Context: an optimization exercise on an open-source flow, tuned for small area and a short achievable clock period. The choices shown serve that exercise and are no tape-out recipe. Only simulation tests tie the RTL to the original design; equivalence was not proved.

==> design/flow/design.v <==
`timescale 1ns/10ps
module cs_fa(input a, input b, input c, output s, output co);
  assign s = a ^ b ^ c;
  assign co = (a & b) | (a & c) | (b & c);
endmodule
module cs_ha(input a, input b, output s, output co);
  assign s = a ^ b;
  assign co = a & b;
endmodule
module cs_hb(input a, input b, output s, output co);
  assign s = ~(a ^ b);
  assign co = a | b;
endmodule
module cs_xor(input a, input b, output y);
  assign y = a ^ b;
endmodule
module cs_xnor(input a, input b, output y);
  assign y = ~(a ^ b);
endmodule
module cs_maj(input a, input b, input c, output y);
  assign y = (a & b) | (a & c) | (b & c);
endmodule
module cs_and(input a, input b, output y);
  assign y = a & b;
endmodule
module cs_or(input a, input b, output y);
  assign y = a | b;
endmodule
module cs_inv(input a, output y);
  assign y = ~a;
endmodule
module cs_nand(input a, input b, output y);
  assign y = ~(a & b);
endmodule
module cs_orn(input a, input b, output y);
  assign y = a | ~b;
endmodule
module cs_o21a(input a, input b, input c, output y);
  assign y = (a | b) & c;
endmodule
module cs_nand3(input a, input b, input c, output y);
  assign y = ~(a & b & c);
endmodule
module cs_nor3(input a, input b, input c, output y);
  assign y = ~(a | b | c);
endmodule
module cs_or3(input a, input b, input c, output y);
  assign y = a | b | c;
endmodule
module cs_and9(input [8:0] a, output y, output ny);
  assign y = &a;
  assign ny = ~(&a);
endmodule
module cs_ao222i(input a0, input b0, input a1, input b1, input a2, input b2, output y);
  assign y = ~((a0 & b0) | (a1 & b1) | (a2 & b2));
endmodule
module cs_and3(input a, input b, input c, output y);
  assign y = a & b & c;
endmodule
module cs_mux(input s, input a, input b, output y);
  assign y = s ? b : a;
endmodule
module cs_ge(input [4:0] h, output g1, output g2);
  assign g1 = h[4] | (h[3] & (h[2] | h[1] | h[0]));
  assign g2 = h[4] & (h[3] | h[2] | h[1]);
endmodule
module cs_add8(input [7:0] a, input [7:0] b, output [7:0] s);
  assign s = a + b;
endmodule
module cs_add13(input [12:0] a, input [12:0] b, output [12:0] s);
  assign s = a + b;
endmodule
module CS(Y, X, reset, clk);
input clk, reset;
input [7:0] X;
output reg [9:0] Y;
reg [3:0] count;                  
reg [7:0] w0, w1, w2, w3, w4, w5, w6, w7, w8;    
reg [7:0] q;                      
reg [3:0] r;                      
wire full = (count == 4'd9);
wire en = full & ~reset;
wire [7:0] qn;
wire [3:0] rn;
wire [9:0] Yd;
always @(posedge clk) begin
  w0 <= X; w1 <= w0; w2 <= w1; w3 <= w2; w4 <= w3;
  w5 <= w4; w6 <= w5; w7 <= w6; w8 <= w7;
end
always @(posedge clk) begin
  if (reset) count <= 4'd0;
  else if (!full) count <= count + 4'd1;
end
always @(posedge clk) begin
  if (reset) begin q <= 8'd0; r <= 4'd0; end
  else begin q <= qn; r <= rn; end
end
always @(posedge clk) Y <= Yd;
wire n1, n2, n3, n4, n5, n6, n7, n8, n9, n10, n11, n12, n13, n14, n15, n16, n17, n18, n19, n20, n21, n22, n23, n24, n25, n26, n27, n28, n29, n30, n31, n32, n33, n34, n35, n36, n37, n38, n39, n40, n41, n42, n43, n44, n45, n46, n47, n48, n49, n50, n51, n52, n53, n54, n55, n56, n57, n58, n59, n60, n61, n62, n63, n64, n65, n66, n67, n68, n69, n70, n71, n72, n73, n74, n75, n76, n77, n78, n79, n80, n81, n82, n83, n84, n85, n86, n87, n88, n89, n90, n91, n92, n93, n94, n95, n96, n97, n98, n99, n100, n101, n102, n103, n104, n105, n106, n107, n108, n109, n110, n111, n112, n113, n114, n115, n116, n117, n118, n119, n120, n121, n122, n123, n124, n125, n126, n127, n128, n129, n130, n131, n132, n133, n134, n135, n136, n137, n138, n139, n140, n141, n142, n143, n144, n145, n146, n147, n148, n149, n150, n151, n152, n153, n154, n155, n156, n157, n158, n159, n160, n161, n162, n163, n164, n165, n166, n167, n168, n169, n170, n171, n172, n173, n174, n175, n176, n177, n178, n179, n180, n181, n182, n183, n184, n185, n186, n187, n188, n189, n190, n191, n192, n193, n194, n195, n196, n197, n198, n199, n200, n201, n202, n203, n204, n205, n206, n207, n208, n209, n210, n211, n212, n213, n214, n215, n216, n217, n218, n219, n220, n221, n222, n223, n224, n225, n226, n227, n228, n229, n230, n231, n232, n233, n234, n235, n236, n237, n238, n239, n240, n241, n242, n243, n244, n245, n246, n247, n248, n249, n250, n251, n252, n253, n254, n255, n256, n257, n258, n259, n260, n261, n262, n263, n264, n265, n266, n267, n268, n269, n270, n271, n272, n273, n274, n275, n276, n277, n278, n279, n280, n281, n282, n283, n284, n285, n286, n287, n288, n289, n290, n291, n292, n293, n294, n295, n296, n297, n298, n299, n300, n301, n302, n303, n304, n305, n306, n307, n308, n309, n310, n311, n312, n313, n314, n315, n316, n317, n318, n319, n320, n321, n322, n323, n324, n325, n326, n327, n328, n329, n330, n331, n332, n333, n334, n335, n336, n337, n338, n339, n340, n341, n342, n343, n344, n345, n346, n347, n348, n349, n350, n351, n352, n353, n354, n355, n356, n357, n358, n359, n360, n361, n362, n363, n364, n365, n366, n367, n368, n369, n370, n371, n372, n373, n374, n375, n376, n377, n378, n379, n380, n381, n382, n383, n384, n385, n386, n387, n388, n389, n390, n391, n392, n393, n394, n395, n396, n397, n398, n399, n400, n401, n402, n403, n404, n405, n406, n407, n408, n409, n410, n411, n412, n413, n414, n415, n416, n417, n418, n419, n420, n421, n422, n423, n424, n425, n426, n427, n428, n429, n430, n431, n432, n433, n434, n435, n436, n437;
cs_and u0 (.a(w8[0]), .b(full), .y(n1));
cs_and u1 (.a(w8[1]), .b(full), .y(n2));
cs_and u2 (.a(w8[2]), .b(full), .y(n3));
cs_and u3 (.a(w8[3]), .b(full), .y(n4));
cs_and u4 (.a(w8[4]), .b(full), .y(n5));
cs_and u5 (.a(w8[5]), .b(full), .y(n6));
cs_and u6 (.a(w8[6]), .b(full), .y(n7));
cs_and u7 (.a(w8[7]), .b(full), .y(n8));
cs_inv u8 (.a(n1), .y(n9));
cs_inv u9 (.a(n2), .y(n10));
cs_inv u10 (.a(n3), .y(n11));
cs_inv u11 (.a(n7), .y(n12));
cs_inv u12 (.a(n8), .y(n13));
cs_inv u13 (.a(r[0]), .y(n14));
cs_fa u14 (.a(n14), .b(n4), .c(n9), .s(n15), .co(n16));
cs_fa u15 (.a(r[1]), .b(r[0]), .c(n5), .s(n17), .co(n18));
cs_fa u16 (.a(n10), .b(n13), .c(n17), .s(n19), .co(n20));
cs_fa u17 (.a(r[2]), .b(n6), .c(n11), .s(n21), .co(n22));
cs_fa u18 (.a(n18), .b(n21), .c(n20), .s(n23), .co(n24));
cs_fa u19 (.a(r[3]), .b(n22), .c(n24), .s(n25), .co(n26));
cs_ha u20 (.a(n12), .b(n15), .s(n27), .co(n28));
cs_fa u21 (.a(n16), .b(n19), .c(n28), .s(n29), .co(n30));
cs_ha u22 (.a(n23), .b(n30), .s(n31), .co(n32));
cs_ha u23 (.a(n25), .b(n32), .s(n33), .co(n34));
cs_xor u24 (.a(n26), .b(n34), .y(n35));
cs_ge u25 (.h({n35, n33, n31, n29, n27}), .g1(n36), .g2(n37));
cs_fa u26 (.a(n27), .b(n36), .c(n37), .s(n38), .co(n39));
cs_fa u27 (.a(n29), .b(n36), .c(n37), .s(n40), .co(n41));
cs_fa u28 (.a(n31), .b(n36), .c(n37), .s(n42), .co(n43));
cs_ha u29 (.a(n39), .b(n40), .s(n44), .co(n45));
cs_fa u30 (.a(n41), .b(n42), .c(n45), .s(n46), .co(n47));
cs_fa u31 (.a(n33), .b(n43), .c(n47), .s(n48), .co(n49));
cs_inv u32 (.a(X[3]), .y(n50));
cs_inv u33 (.a(X[4]), .y(n51));
cs_inv u34 (.a(X[5]), .y(n52));
cs_fa u35 (.a(n38), .b(X[0]), .c(X[6]), .s(n53), .co(n54));
cs_fa u36 (.a(X[1]), .b(X[7]), .c(n51), .s(n55), .co(n56));
cs_fa u37 (.a(n44), .b(n54), .c(n55), .s(n57), .co(n58));
cs_fa u38 (.a(X[2]), .b(n52), .c(n56), .s(n59), .co(n60));
cs_fa u39 (.a(n46), .b(n58), .c(n59), .s(n61), .co(n62));
cs_fa u40 (.a(n60), .b(n48), .c(n62), .s(n63), .co(n64));
cs_ha u41 (.a(n50), .b(n53), .s(n65), .co(n66));
cs_ha u42 (.a(n57), .b(n66), .s(n67), .co(n68));
cs_ha u43 (.a(n61), .b(n68), .s(n69), .co(n70));
cs_ha u44 (.a(n63), .b(n70), .s(n71), .co(n72));
cs_xor u45 (.a(n64), .b(n72), .y(n73));
cs_ge u46 (.h({n73, n71, n69, n67, n65}), .g1(n74), .g2(n75));
cs_fa u47 (.a(n65), .b(n74), .c(n75), .s(n76), .co(n77));
cs_fa u48 (.a(n67), .b(n74), .c(n75), .s(n78), .co(n79));
cs_fa u49 (.a(n69), .b(n74), .c(n75), .s(n80), .co(n81));
cs_ha u50 (.a(n77), .b(n78), .s(n82), .co(n83));
cs_fa u51 (.a(n79), .b(n80), .c(n83), .s(n84), .co(n85));
cs_fa u52 (.a(n71), .b(n81), .c(n85), .s(n86), .co(n87));
cs_inv u53 (.a(n4), .y(n88));
cs_inv u54 (.a(n5), .y(n89));
cs_inv u55 (.a(n6), .y(n90));
cs_inv u56 (.a(q[1]), .y(n91));
cs_inv u57 (.a(q[5]), .y(n92));
cs_inv u58 (.a(q[6]), .y(n93));
cs_inv u59 (.a(q[7]), .y(n94));
cs_fa u60 (.a(q[0]), .b(n88), .c(n12), .s(n95), .co(n96));
cs_ha u61 (.a(n36), .b(n37), .s(n97), .co(n98));
cs_fa u62 (.a(n91), .b(n89), .c(n12), .s(n99), .co(n100));
cs_ha u63 (.a(n13), .b(X[4]), .s(n101), .co(n102));
cs_fa u64 (.a(q[2]), .b(q[1]), .c(n90), .s(n103), .co(n104));
cs_fa u65 (.a(n12), .b(n13), .c(X[5]), .s(n105), .co(n106));
cs_fa u66 (.a(n95), .b(n97), .c(X[3]), .s(n107), .co(n108));
cs_fa u67 (.a(n99), .b(n96), .c(n98), .s(n109), .co(n110));
cs_ha u68 (.a(X[6]), .b(X[7]), .s(n111), .co(n112));
cs_fa u69 (.a(n103), .b(n100), .c(X[6]), .s(n113), .co(n114));
cs_fa u70 (.a(X[7]), .b(n102), .c(n105), .s(n115), .co(n116));
cs_fa u71 (.a(q[3]), .b(n13), .c(n104), .s(n117), .co(n118));
cs_ha u72 (.a(X[7]), .b(n106), .s(n119), .co(n120));
cs_ha u73 (.a(X[6]), .b(n107), .s(n121), .co(n122));
cs_fa u74 (.a(n109), .b(n101), .c(n111), .s(n123), .co(n124));
cs_fa u75 (.a(n110), .b(n112), .c(n113), .s(n125), .co(n126));
cs_fa u76 (.a(n117), .b(n114), .c(n119), .s(n127), .co(n128));
cs_ha u77 (.a(q[4]), .b(n118), .s(n129), .co(n130));
cs_ha u78 (.a(n121), .b(n74), .s(n131), .co(n132));
cs_fa u79 (.a(n108), .b(n123), .c(n122), .s(n133), .co(n134));
cs_fa u80 (.a(n124), .b(n115), .c(n125), .s(n135), .co(n136));
cs_fa u81 (.a(n116), .b(n126), .c(n127), .s(n137), .co(n138));
cs_fa u82 (.a(n129), .b(n120), .c(n128), .s(n139), .co(n140));
cs_ha u83 (.a(n92), .b(n130), .s(n141), .co(n142));
cs_ha u84 (.a(q[5]), .b(n93), .s(n143), .co(n144));
cs_ha u85 (.a(q[6]), .b(n94), .s(n145), .co(n146));
cs_add8 u86 (.a({n145, n143, n141, n139, n137, n135, n133, n75}), .b({n144, n142, n140, n138, n136, n134, n132, n131}), .s({n154, n153, n152, n151, n150, n149, n148, n147}));
cs_inv u87 (.a(q[0]), .y(n155));
cs_inv u88 (.a(q[1]), .y(n156));
cs_inv u89 (.a(q[2]), .y(n157));
cs_inv u90 (.a(q[3]), .y(n158));
cs_inv u91 (.a(q[4]), .y(n159));
cs_inv u92 (.a(q[5]), .y(n160));
cs_inv u93 (.a(q[6]), .y(n161));
cs_inv u94 (.a(q[7]), .y(n162));
cs_inv u95 (.a(q[0]), .y(n163));
cs_inv u96 (.a(q[1]), .y(n164));
cs_inv u97 (.a(q[2]), .y(n165));
cs_inv u98 (.a(q[3]), .y(n166));
cs_inv u99 (.a(q[4]), .y(n167));
cs_inv u100 (.a(q[5]), .y(n168));
cs_inv u101 (.a(q[6]), .y(n169));
cs_inv u102 (.a(q[7]), .y(n170));
cs_inv u103 (.a(q[0]), .y(n171));
cs_inv u104 (.a(q[1]), .y(n172));
cs_inv u105 (.a(q[2]), .y(n173));
cs_inv u106 (.a(q[3]), .y(n174));
cs_inv u107 (.a(q[4]), .y(n175));
cs_inv u108 (.a(q[5]), .y(n176));
cs_inv u109 (.a(q[6]), .y(n177));
cs_inv u110 (.a(q[7]), .y(n178));
cs_and u111 (.a(w0[0]), .b(n155), .y(n179));
cs_maj u112 (.a(w0[1]), .b(n156), .c(n179), .y(n180));
cs_maj u113 (.a(w0[2]), .b(n157), .c(n180), .y(n181));
cs_maj u114 (.a(w0[3]), .b(n158), .c(n181), .y(n182));
cs_maj u115 (.a(w0[4]), .b(n159), .c(n182), .y(n183));
cs_maj u116 (.a(w0[5]), .b(n160), .c(n183), .y(n184));
cs_maj u117 (.a(w0[6]), .b(n161), .c(n184), .y(n185));
cs_maj u118 (.a(w0[7]), .b(n162), .c(n185), .y(n186));
cs_and u119 (.a(w1[0]), .b(n155), .y(n187));
cs_maj u120 (.a(w1[1]), .b(n156), .c(n187), .y(n188));
cs_maj u121 (.a(w1[2]), .b(n157), .c(n188), .y(n189));
cs_maj u122 (.a(w1[3]), .b(n158), .c(n189), .y(n190));
cs_maj u123 (.a(w1[4]), .b(n159), .c(n190), .y(n191));
cs_maj u124 (.a(w1[5]), .b(n160), .c(n191), .y(n192));
cs_maj u125 (.a(w1[6]), .b(n161), .c(n192), .y(n193));
cs_maj u126 (.a(w1[7]), .b(n162), .c(n193), .y(n194));
cs_and u127 (.a(w2[0]), .b(n155), .y(n195));
cs_maj u128 (.a(w2[1]), .b(n156), .c(n195), .y(n196));
cs_maj u129 (.a(w2[2]), .b(n157), .c(n196), .y(n197));
cs_maj u130 (.a(w2[3]), .b(n158), .c(n197), .y(n198));
cs_maj u131 (.a(w2[4]), .b(n159), .c(n198), .y(n199));
cs_maj u132 (.a(w2[5]), .b(n160), .c(n199), .y(n200));
cs_maj u133 (.a(w2[6]), .b(n161), .c(n200), .y(n201));
cs_maj u134 (.a(w2[7]), .b(n162), .c(n201), .y(n202));
cs_and u135 (.a(w3[0]), .b(n163), .y(n203));
cs_maj u136 (.a(w3[1]), .b(n164), .c(n203), .y(n204));
cs_maj u137 (.a(w3[2]), .b(n165), .c(n204), .y(n205));
cs_maj u138 (.a(w3[3]), .b(n166), .c(n205), .y(n206));
cs_maj u139 (.a(w3[4]), .b(n167), .c(n206), .y(n207));
cs_maj u140 (.a(w3[5]), .b(n168), .c(n207), .y(n208));
cs_maj u141 (.a(w3[6]), .b(n169), .c(n208), .y(n209));
cs_maj u142 (.a(w3[7]), .b(n170), .c(n209), .y(n210));
cs_and u143 (.a(w4[0]), .b(n163), .y(n211));
cs_maj u144 (.a(w4[1]), .b(n164), .c(n211), .y(n212));
cs_maj u145 (.a(w4[2]), .b(n165), .c(n212), .y(n213));
cs_maj u146 (.a(w4[3]), .b(n166), .c(n213), .y(n214));
cs_maj u147 (.a(w4[4]), .b(n167), .c(n214), .y(n215));
cs_maj u148 (.a(w4[5]), .b(n168), .c(n215), .y(n216));
cs_maj u149 (.a(w4[6]), .b(n169), .c(n216), .y(n217));
cs_maj u150 (.a(w4[7]), .b(n170), .c(n217), .y(n218));
cs_and u151 (.a(w5[0]), .b(n163), .y(n219));
cs_maj u152 (.a(w5[1]), .b(n164), .c(n219), .y(n220));
cs_maj u153 (.a(w5[2]), .b(n165), .c(n220), .y(n221));
cs_maj u154 (.a(w5[3]), .b(n166), .c(n221), .y(n222));
cs_maj u155 (.a(w5[4]), .b(n167), .c(n222), .y(n223));
cs_maj u156 (.a(w5[5]), .b(n168), .c(n223), .y(n224));
cs_maj u157 (.a(w5[6]), .b(n169), .c(n224), .y(n225));
cs_maj u158 (.a(w5[7]), .b(n170), .c(n225), .y(n226));
cs_and u159 (.a(w6[0]), .b(n171), .y(n227));
cs_maj u160 (.a(w6[1]), .b(n172), .c(n227), .y(n228));
cs_maj u161 (.a(w6[2]), .b(n173), .c(n228), .y(n229));
cs_maj u162 (.a(w6[3]), .b(n174), .c(n229), .y(n230));
cs_maj u163 (.a(w6[4]), .b(n175), .c(n230), .y(n231));
cs_maj u164 (.a(w6[5]), .b(n176), .c(n231), .y(n232));
cs_maj u165 (.a(w6[6]), .b(n177), .c(n232), .y(n233));
cs_maj u166 (.a(w6[7]), .b(n178), .c(n233), .y(n234));
cs_and u167 (.a(w7[0]), .b(n171), .y(n235));
cs_maj u168 (.a(w7[1]), .b(n172), .c(n235), .y(n236));
cs_maj u169 (.a(w7[2]), .b(n173), .c(n236), .y(n237));
cs_maj u170 (.a(w7[3]), .b(n174), .c(n237), .y(n238));
cs_maj u171 (.a(w7[4]), .b(n175), .c(n238), .y(n239));
cs_maj u172 (.a(w7[5]), .b(n176), .c(n239), .y(n240));
cs_maj u173 (.a(w7[6]), .b(n177), .c(n240), .y(n241));
cs_maj u174 (.a(w7[7]), .b(n178), .c(n241), .y(n242));
cs_and u175 (.a(w8[0]), .b(n171), .y(n243));
cs_maj u176 (.a(w8[1]), .b(n172), .c(n243), .y(n244));
cs_maj u177 (.a(w8[2]), .b(n173), .c(n244), .y(n245));
cs_maj u178 (.a(w8[3]), .b(n174), .c(n245), .y(n246));
cs_maj u179 (.a(w8[4]), .b(n175), .c(n246), .y(n247));
cs_maj u180 (.a(w8[5]), .b(n176), .c(n247), .y(n248));
cs_maj u181 (.a(w8[6]), .b(n177), .c(n248), .y(n249));
cs_maj u182 (.a(w8[7]), .b(n178), .c(n249), .y(n250));
cs_inv u183 (.a(n186), .y(n251));
cs_inv u184 (.a(n194), .y(n252));
cs_inv u185 (.a(n202), .y(n253));
cs_inv u186 (.a(n210), .y(n254));
cs_inv u187 (.a(n218), .y(n255));
cs_inv u188 (.a(n226), .y(n256));
cs_inv u189 (.a(n234), .y(n257));
cs_inv u190 (.a(n242), .y(n258));
cs_inv u191 (.a(n250), .y(n259));
cs_ao222i u192 (.a0(n251), .b0(w0[7]), .a1(n252), .b1(w1[7]), .a2(n253), .b2(w2[7]), .y(n260));
cs_ao222i u193 (.a0(n254), .b0(w3[7]), .a1(n255), .b1(w4[7]), .a2(n256), .b2(w5[7]), .y(n261));
cs_ao222i u194 (.a0(n257), .b0(w6[7]), .a1(n258), .b1(w7[7]), .a2(n259), .b2(w8[7]), .y(n262));
cs_and3 u195 (.a(n260), .b(n261), .c(n262), .y(n263));
cs_and3 u196 (.a(n260), .b(n261), .c(n262), .y(n264));
cs_nand3 u197 (.a(n260), .b(n261), .c(n262), .y(n265));
cs_o21a u198 (.a(w0[7]), .b(n263), .c(n251), .y(n266));
cs_o21a u199 (.a(w1[7]), .b(n263), .c(n252), .y(n267));
cs_o21a u200 (.a(w2[7]), .b(n263), .c(n253), .y(n268));
cs_o21a u201 (.a(w3[7]), .b(n263), .c(n254), .y(n269));
cs_o21a u202 (.a(w4[7]), .b(n263), .c(n255), .y(n270));
cs_o21a u203 (.a(w5[7]), .b(n264), .c(n256), .y(n271));
cs_o21a u204 (.a(w6[7]), .b(n264), .c(n257), .y(n272));
cs_o21a u205 (.a(w7[7]), .b(n264), .c(n258), .y(n273));
cs_o21a u206 (.a(w8[7]), .b(n264), .c(n259), .y(n274));
cs_ao222i u207 (.a0(n266), .b0(w0[6]), .a1(n267), .b1(w1[6]), .a2(n268), .b2(w2[6]), .y(n275));
cs_ao222i u208 (.a0(n269), .b0(w3[6]), .a1(n270), .b1(w4[6]), .a2(n271), .b2(w5[6]), .y(n276));
cs_ao222i u209 (.a0(n272), .b0(w6[6]), .a1(n273), .b1(w7[6]), .a2(n274), .b2(w8[6]), .y(n277));
cs_and3 u210 (.a(n275), .b(n276), .c(n277), .y(n278));
cs_and3 u211 (.a(n275), .b(n276), .c(n277), .y(n279));
cs_nand3 u212 (.a(n275), .b(n276), .c(n277), .y(n280));
cs_o21a u213 (.a(w0[6]), .b(n278), .c(n266), .y(n281));
cs_o21a u214 (.a(w1[6]), .b(n278), .c(n267), .y(n282));
cs_o21a u215 (.a(w2[6]), .b(n278), .c(n268), .y(n283));
cs_o21a u216 (.a(w3[6]), .b(n278), .c(n269), .y(n284));
cs_o21a u217 (.a(w4[6]), .b(n278), .c(n270), .y(n285));
cs_o21a u218 (.a(w5[6]), .b(n279), .c(n271), .y(n286));
cs_o21a u219 (.a(w6[6]), .b(n279), .c(n272), .y(n287));
cs_o21a u220 (.a(w7[6]), .b(n279), .c(n273), .y(n288));
cs_o21a u221 (.a(w8[6]), .b(n279), .c(n274), .y(n289));
cs_ao222i u222 (.a0(n281), .b0(w0[5]), .a1(n282), .b1(w1[5]), .a2(n283), .b2(w2[5]), .y(n290));
cs_ao222i u223 (.a0(n284), .b0(w3[5]), .a1(n285), .b1(w4[5]), .a2(n286), .b2(w5[5]), .y(n291));
cs_ao222i u224 (.a0(n287), .b0(w6[5]), .a1(n288), .b1(w7[5]), .a2(n289), .b2(w8[5]), .y(n292));
cs_and3 u225 (.a(n290), .b(n291), .c(n292), .y(n293));
cs_and3 u226 (.a(n290), .b(n291), .c(n292), .y(n294));
cs_nand3 u227 (.a(n290), .b(n291), .c(n292), .y(n295));
cs_o21a u228 (.a(w0[5]), .b(n293), .c(n281), .y(n296));
cs_o21a u229 (.a(w1[5]), .b(n293), .c(n282), .y(n297));
cs_o21a u230 (.a(w2[5]), .b(n293), .c(n283), .y(n298));
cs_o21a u231 (.a(w3[5]), .b(n293), .c(n284), .y(n299));
cs_o21a u232 (.a(w4[5]), .b(n293), .c(n285), .y(n300));
cs_o21a u233 (.a(w5[5]), .b(n294), .c(n286), .y(n301));
cs_o21a u234 (.a(w6[5]), .b(n294), .c(n287), .y(n302));
cs_o21a u235 (.a(w7[5]), .b(n294), .c(n288), .y(n303));
cs_o21a u236 (.a(w8[5]), .b(n294), .c(n289), .y(n304));
cs_ao222i u237 (.a0(n296), .b0(w0[4]), .a1(n297), .b1(w1[4]), .a2(n298), .b2(w2[4]), .y(n305));
cs_ao222i u238 (.a0(n299), .b0(w3[4]), .a1(n300), .b1(w4[4]), .a2(n301), .b2(w5[4]), .y(n306));
cs_ao222i u239 (.a0(n302), .b0(w6[4]), .a1(n303), .b1(w7[4]), .a2(n304), .b2(w8[4]), .y(n307));
cs_and3 u240 (.a(n305), .b(n306), .c(n307), .y(n308));
cs_and3 u241 (.a(n305), .b(n306), .c(n307), .y(n309));
cs_nand3 u242 (.a(n305), .b(n306), .c(n307), .y(n310));
cs_o21a u243 (.a(w0[4]), .b(n308), .c(n296), .y(n311));
cs_o21a u244 (.a(w1[4]), .b(n308), .c(n297), .y(n312));
cs_o21a u245 (.a(w2[4]), .b(n308), .c(n298), .y(n313));
cs_o21a u246 (.a(w3[4]), .b(n308), .c(n299), .y(n314));
cs_o21a u247 (.a(w4[4]), .b(n308), .c(n300), .y(n315));
cs_o21a u248 (.a(w5[4]), .b(n309), .c(n301), .y(n316));
cs_o21a u249 (.a(w6[4]), .b(n309), .c(n302), .y(n317));
cs_o21a u250 (.a(w7[4]), .b(n309), .c(n303), .y(n318));
cs_o21a u251 (.a(w8[4]), .b(n309), .c(n304), .y(n319));
cs_ao222i u252 (.a0(n311), .b0(w0[3]), .a1(n312), .b1(w1[3]), .a2(n313), .b2(w2[3]), .y(n320));
cs_ao222i u253 (.a0(n314), .b0(w3[3]), .a1(n315), .b1(w4[3]), .a2(n316), .b2(w5[3]), .y(n321));
cs_ao222i u254 (.a0(n317), .b0(w6[3]), .a1(n318), .b1(w7[3]), .a2(n319), .b2(w8[3]), .y(n322));
cs_and3 u255 (.a(n320), .b(n321), .c(n322), .y(n323));
cs_and3 u256 (.a(n320), .b(n321), .c(n322), .y(n324));
cs_nand3 u257 (.a(n320), .b(n321), .c(n322), .y(n325));
cs_o21a u258 (.a(w0[3]), .b(n323), .c(n311), .y(n326));
cs_o21a u259 (.a(w1[3]), .b(n323), .c(n312), .y(n327));
cs_o21a u260 (.a(w2[3]), .b(n323), .c(n313), .y(n328));
cs_o21a u261 (.a(w3[3]), .b(n323), .c(n314), .y(n329));
cs_o21a u262 (.a(w4[3]), .b(n323), .c(n315), .y(n330));
cs_o21a u263 (.a(w5[3]), .b(n324), .c(n316), .y(n331));
cs_o21a u264 (.a(w6[3]), .b(n324), .c(n317), .y(n332));
cs_o21a u265 (.a(w7[3]), .b(n324), .c(n318), .y(n333));
cs_o21a u266 (.a(w8[3]), .b(n324), .c(n319), .y(n334));
cs_ao222i u267 (.a0(n326), .b0(w0[2]), .a1(n327), .b1(w1[2]), .a2(n328), .b2(w2[2]), .y(n335));
cs_ao222i u268 (.a0(n329), .b0(w3[2]), .a1(n330), .b1(w4[2]), .a2(n331), .b2(w5[2]), .y(n336));
cs_ao222i u269 (.a0(n332), .b0(w6[2]), .a1(n333), .b1(w7[2]), .a2(n334), .b2(w8[2]), .y(n337));
cs_and3 u270 (.a(n335), .b(n336), .c(n337), .y(n338));
cs_and3 u271 (.a(n335), .b(n336), .c(n337), .y(n339));
cs_nand3 u272 (.a(n335), .b(n336), .c(n337), .y(n340));
cs_o21a u273 (.a(w0[2]), .b(n338), .c(n326), .y(n341));
cs_o21a u274 (.a(w1[2]), .b(n338), .c(n327), .y(n342));
cs_o21a u275 (.a(w2[2]), .b(n338), .c(n328), .y(n343));
cs_o21a u276 (.a(w3[2]), .b(n338), .c(n329), .y(n344));
cs_o21a u277 (.a(w4[2]), .b(n338), .c(n330), .y(n345));
cs_o21a u278 (.a(w5[2]), .b(n339), .c(n331), .y(n346));
cs_o21a u279 (.a(w6[2]), .b(n339), .c(n332), .y(n347));
cs_o21a u280 (.a(w7[2]), .b(n339), .c(n333), .y(n348));
cs_o21a u281 (.a(w8[2]), .b(n339), .c(n334), .y(n349));
cs_ao222i u282 (.a0(n341), .b0(w0[1]), .a1(n342), .b1(w1[1]), .a2(n343), .b2(w2[1]), .y(n350));
cs_ao222i u283 (.a0(n344), .b0(w3[1]), .a1(n345), .b1(w4[1]), .a2(n346), .b2(w5[1]), .y(n351));
cs_ao222i u284 (.a0(n347), .b0(w6[1]), .a1(n348), .b1(w7[1]), .a2(n349), .b2(w8[1]), .y(n352));
cs_and3 u285 (.a(n350), .b(n351), .c(n352), .y(n353));
cs_and3 u286 (.a(n350), .b(n351), .c(n352), .y(n354));
cs_nand3 u287 (.a(n350), .b(n351), .c(n352), .y(n355));
cs_o21a u288 (.a(w0[1]), .b(n353), .c(n341), .y(n356));
cs_o21a u289 (.a(w1[1]), .b(n353), .c(n342), .y(n357));
cs_o21a u290 (.a(w2[1]), .b(n353), .c(n343), .y(n358));
cs_o21a u291 (.a(w3[1]), .b(n353), .c(n344), .y(n359));
cs_o21a u292 (.a(w4[1]), .b(n353), .c(n345), .y(n360));
cs_o21a u293 (.a(w5[1]), .b(n354), .c(n346), .y(n361));
cs_o21a u294 (.a(w6[1]), .b(n354), .c(n347), .y(n362));
cs_o21a u295 (.a(w7[1]), .b(n354), .c(n348), .y(n363));
cs_o21a u296 (.a(w8[1]), .b(n354), .c(n349), .y(n364));
cs_ao222i u297 (.a0(n356), .b0(w0[0]), .a1(n357), .b1(w1[0]), .a2(n358), .b2(w2[0]), .y(n365));
cs_ao222i u298 (.a0(n359), .b0(w3[0]), .a1(n360), .b1(w4[0]), .a2(n361), .b2(w5[0]), .y(n366));
cs_ao222i u299 (.a0(n362), .b0(w6[0]), .a1(n363), .b1(w7[0]), .a2(n364), .b2(w8[0]), .y(n367));
cs_and3 u300 (.a(n365), .b(n366), .c(n367), .y(n368));
cs_and3 u301 (.a(n365), .b(n366), .c(n367), .y(n369));
cs_nand3 u302 (.a(n365), .b(n366), .c(n367), .y(n370));
cs_ha u303 (.a(q[0]), .b(q[3]), .s(n371), .co(n372));
cs_ha u304 (.a(q[1]), .b(q[4]), .s(n373), .co(n374));
cs_ha u305 (.a(q[2]), .b(q[5]), .s(n375), .co(n376));
cs_ha u306 (.a(q[3]), .b(q[6]), .s(n377), .co(n378));
cs_ha u307 (.a(q[4]), .b(q[7]), .s(n379), .co(n380));
cs_ha u308 (.a(r[3]), .b(n371), .s(n381), .co(n382));
cs_fa u309 (.a(n373), .b(n372), .c(n310), .s(n383), .co(n384));
cs_fa u310 (.a(n375), .b(n374), .c(n295), .s(n385), .co(n386));
cs_fa u311 (.a(n377), .b(n376), .c(n280), .s(n387), .co(n388));
cs_fa u312 (.a(n379), .b(n378), .c(n265), .s(n389), .co(n390));
cs_ha u313 (.a(q[5]), .b(n380), .s(n391), .co(n392));
cs_ha u314 (.a(q[0]), .b(r[0]), .s(n393), .co(n394));
cs_fa u315 (.a(q[1]), .b(r[1]), .c(n355), .s(n395), .co(n396));
cs_fa u316 (.a(q[2]), .b(r[2]), .c(n340), .s(n397), .co(n398));
cs_fa u317 (.a(n381), .b(n325), .c(n370), .s(n399), .co(n400));
cs_fa u318 (.a(n382), .b(n383), .c(n355), .s(n401), .co(n402));
cs_fa u319 (.a(n385), .b(n384), .c(n340), .s(n403), .co(n404));
cs_fa u320 (.a(n387), .b(n386), .c(n325), .s(n405), .co(n406));
cs_fa u321 (.a(n389), .b(n388), .c(n310), .s(n407), .co(n408));
cs_fa u322 (.a(n391), .b(n390), .c(n295), .s(n409), .co(n410));
cs_fa u323 (.a(q[6]), .b(n392), .c(n280), .s(n411), .co(n412));
cs_ha u324 (.a(q[7]), .b(n265), .s(n413), .co(n414));
cs_add13 u325 (.a({1'b0, n414, n413, n411, n409, n407, n405, n403, n401, n399, n397, n395, n370}), .b({1'b0, 1'b0, n412, n410, n408, n406, n404, n402, n400, n398, n396, n394, n393}), .s({n427, n426, n425, n424, n423, n422, n421, n420, n419, n418, n417, n416, n415}));
cs_and u326 (.a(n418), .b(en), .y(n428));
cs_and u327 (.a(n419), .b(en), .y(n429));
cs_and u328 (.a(n420), .b(en), .y(n430));
cs_and u329 (.a(n421), .b(en), .y(n431));
cs_and u330 (.a(n422), .b(en), .y(n432));
cs_and u331 (.a(n423), .b(en), .y(n433));
cs_and u332 (.a(n424), .b(en), .y(n434));
cs_and u333 (.a(n425), .b(en), .y(n435));
cs_and u334 (.a(n426), .b(en), .y(n436));
cs_and u335 (.a(n427), .b(en), .y(n437));
assign qn[0] = n147;
assign qn[1] = n148;
assign qn[2] = n149;
assign qn[3] = n150;
assign qn[4] = n151;
assign qn[5] = n152;
assign qn[6] = n153;
assign qn[7] = n154;
assign rn[0] = n76;
assign rn[1] = n82;
assign rn[2] = n84;
assign rn[3] = n86;
assign Yd[0] = n428;
assign Yd[1] = n429;
assign Yd[2] = n430;
assign Yd[3] = n431;
assign Yd[4] = n432;
assign Yd[5] = n433;
assign Yd[6] = n434;
assign Yd[7] = n435;
assign Yd[8] = n436;
assign Yd[9] = n437;
endmodule
==> design/flow/run.sh <==
#!/bin/bash
# synth_recipe.tcl (not shown) runs the flow's synth.tcl, then flattens the netlist and writes it again
# the make line also repeats each setting of config.mk as NAME=value (left out here)
make -C /OpenROAD-flow-scripts/flow DESIGN_CONFIG=/design/flow/config.mk WORK_HOME=/design/flow/orfs CLKGATE_MAP_FILE= SYNTH_SCRIPT=/design/flow/synth_recipe.tcl finish
==> design/flow/config.mk <==
export PLATFORM = sky130hd
export DESIGN_NAME = CS
export DESIGN_NICKNAME = CS
export VERILOG_FILES = /design/flow/design.v
export SDC_FILE = /design/flow/constraint.sdc
export NUM_CORES = 4
export LEC_CHECK = 0
export CAP_MARGIN = 20
export CORE_MARGIN = 2
export CORE_UTILIZATION = 40
export SLEW_MARGIN = 20
export SYNTH_HIERARCHICAL = 1
export SYNTH_MINIMUM_KEEP_SIZE = 0
==> design/flow/constraint.sdc <==
create_clock -name core_clock -period 23.0 [get_ports {clk}]
set_input_delay 4.6000 -clock core_clock [delete_from_list [all_inputs] [get_ports {clk}]]
set_output_delay 4.6000 -clock core_clock [all_outputs]
set_load 0.01 [all_outputs]
==> qor.txt <==
Status: finished clean
Clock Root Buffer: clkbuf_16
Met3 Wirelength: 370 um
Worst Reg-to-Reg Cells: 41
# hold bufs at CTS: 0
PortBufs: 19
CP Data Arrival Time: 11920 ps
Critical Path RT: 23250 ps
Largest net degree at the start of global routing: 18
Max_cap viols: 0
Multi-input gate area: 4240 um2
Gr ovfl total: 0
Initial DRC count: 268
Die area: 17070 um2
Clock Tree Buf Depth: 2
RSZ-0062 raised after global routing: no
FILL cells: 1485
Vias: 4437
Largest Register: Y
Global-route wire length before repair: 22.34 mm
Worst skew pair latency: 350 ps
Register Area: 1962 um2
Die H: 130.7 um
Antenna cells: 0
Nature of the critical path startpoint: flip-flop
Area growth syn-to-layout: 11.76%
Final setup vio count: 0
Ratio of cells with drive above 1 in the final layout: 0.1477
DRT met1 WL: 5.843 mm
Fin area: 7171 um2
Gp weighted congestion: 0.8000
Post-DRT Antenna Nets: 0
Fin Clk Skew: 6.697 ps
Reg2reg start: q[0]
# DRC: 0
CTS tree: done
Final period util: 0.5072
Clock transition at the registers of the reported paths: 70 ps
Vias/cell: 5.333
Core Region: 15770 um2
CP max stage delay: 530 ps
Post-Syn Instances: 579
Vias in the first global route: 4632
Worst r2r dst: Y[8]
Most frequent cells in the layout: dfxtp_1, o21a_1, maj3_2
Minimum clock period: 11670 ps
Max-slew headroom: 0.6544
Wirelength, routed: 13.31 mm
IO Pins: 20
Post-Syn Area: 6416 um2
TNS Setup: 0 ps
CP max-delay cell: a222oi_1
WL/cell: 16.00 um
Slew @ Worst Pin: 518.4 ps
Met2 Routed Length: 6.752 mm
Row count: 46
Post-CTS Setup Bufs: 0
Hold Path Sink: w8[0]
Most common cell after layout, fill and taps aside: dfxtp_1
Avg Cell Area, Syn: 11.08 um2
Hold path startpoint: w7[0]
Initial antenna violation count: 0
DP Wirelength: 11.16 mm
CTS Buf Count: 9
NumNets Final: 724
Final Hold Vio Count: 0
Drt pass-1 iters: 5
CTS sink cnt: 98
Hold Crit Depth: 0
Achievable frequency: 85.72 MHz
Hold Crit Class: reg -> reg
Final hold slack: 369.7 ps
Element type at the critical path end: flip-flop
Max reg flops: 10
Chip Width: 130.7 um
R2r setup slk: 11330 ps
Effective utilization at floorplan: 0.4069
WS Path Type: reg -> reg
YS warnings: 7
Uppermost routed layer: met4
Largest fanout on the critical path: 7
H-tree depth: 3
Slew Limit Fails: 0
# resized after CTS: 0
GRT Util Overall: 0.1701
Placed inst area: 6884 um2
-- per-stage QoR --
step	std cells	util	setup slack [ps]
after floorplan	581	-	13190
after global placement	816	0.4365	11410
after detailed placement	816	0.4365	11340
after CTS	832	0.4547	11310
after global routing	832	0.4547	10590
final	832	0.4547	11330
-- final cells by class --
| type | instances | share of cell area |
|---|---|---|
| clock inverter | 6 | 0.006631 |
| multi-input combinational | 425 | 0.5913 |
| inverter | 57 | 0.02984 |
| timing repair buffer | 20 | 0.02757 |
| sequential | 98 | 0.2736 |
| tap | 216 | 0.03769 |
| clock buffer | 10 | 0.03333 |
-- layer usage --
metal	vias to the layer above	track usage
li1	2152	-
met1	2194	0.2054
met2	69	0.2966
met3	22	0.03054
met4	0	0.07697
met5	-	0
-- worst max-delay path: cells and delay by family (launching register included) --
family                   cells  cell delay [ps]
AO/OA/AOI/OAI               19             4870
adder cells (fa/ha/maj)      9             3090
buffers and inverters        2              200
flip-flops                   1              510
AND/OR/NAND/NOR             11             2900
-- how the worst max path moves through the flow --
stage | from | endpoint | depth (start not counted)
after floorplan | q[0] | Y[8] | 41
after global placement | q[0] | Y[8] | 41
after detailed placement | q[0] | Y[8] | 41
after CTS | q[0] | Y[8] | 41
after global routing | q[0] | Y[8] | 41
final | q[0] | Y[8] | 41

## static timing again, ports no longer ideal
The flow's constraints put no driver on any port. The routed layout listed below was extracted and timed again, unchanged, in two steps.
Step 1 assumes that a clkbuf_16 drives the clock port and a buf_2 every other input.
Step 2 moves the port delays by t, midway between the first and last clock arrival at a register: inputs arrive t later, outputs are due t later. That takes back most of the time a late clock gives input paths.
a / b / c = ideal / step 1 / step 2; a / b = the first two.
t (ns): 0.391
setup slack, ns: 11.334 / 11.334 / 11.334
latest minus earliest clock arrival (ns): 0.008 / 0.008
After both steps this run still meets setup and hold. The setup slack of this run moves by 0.000 ns with the drivers and by 0.000 ns with both steps.
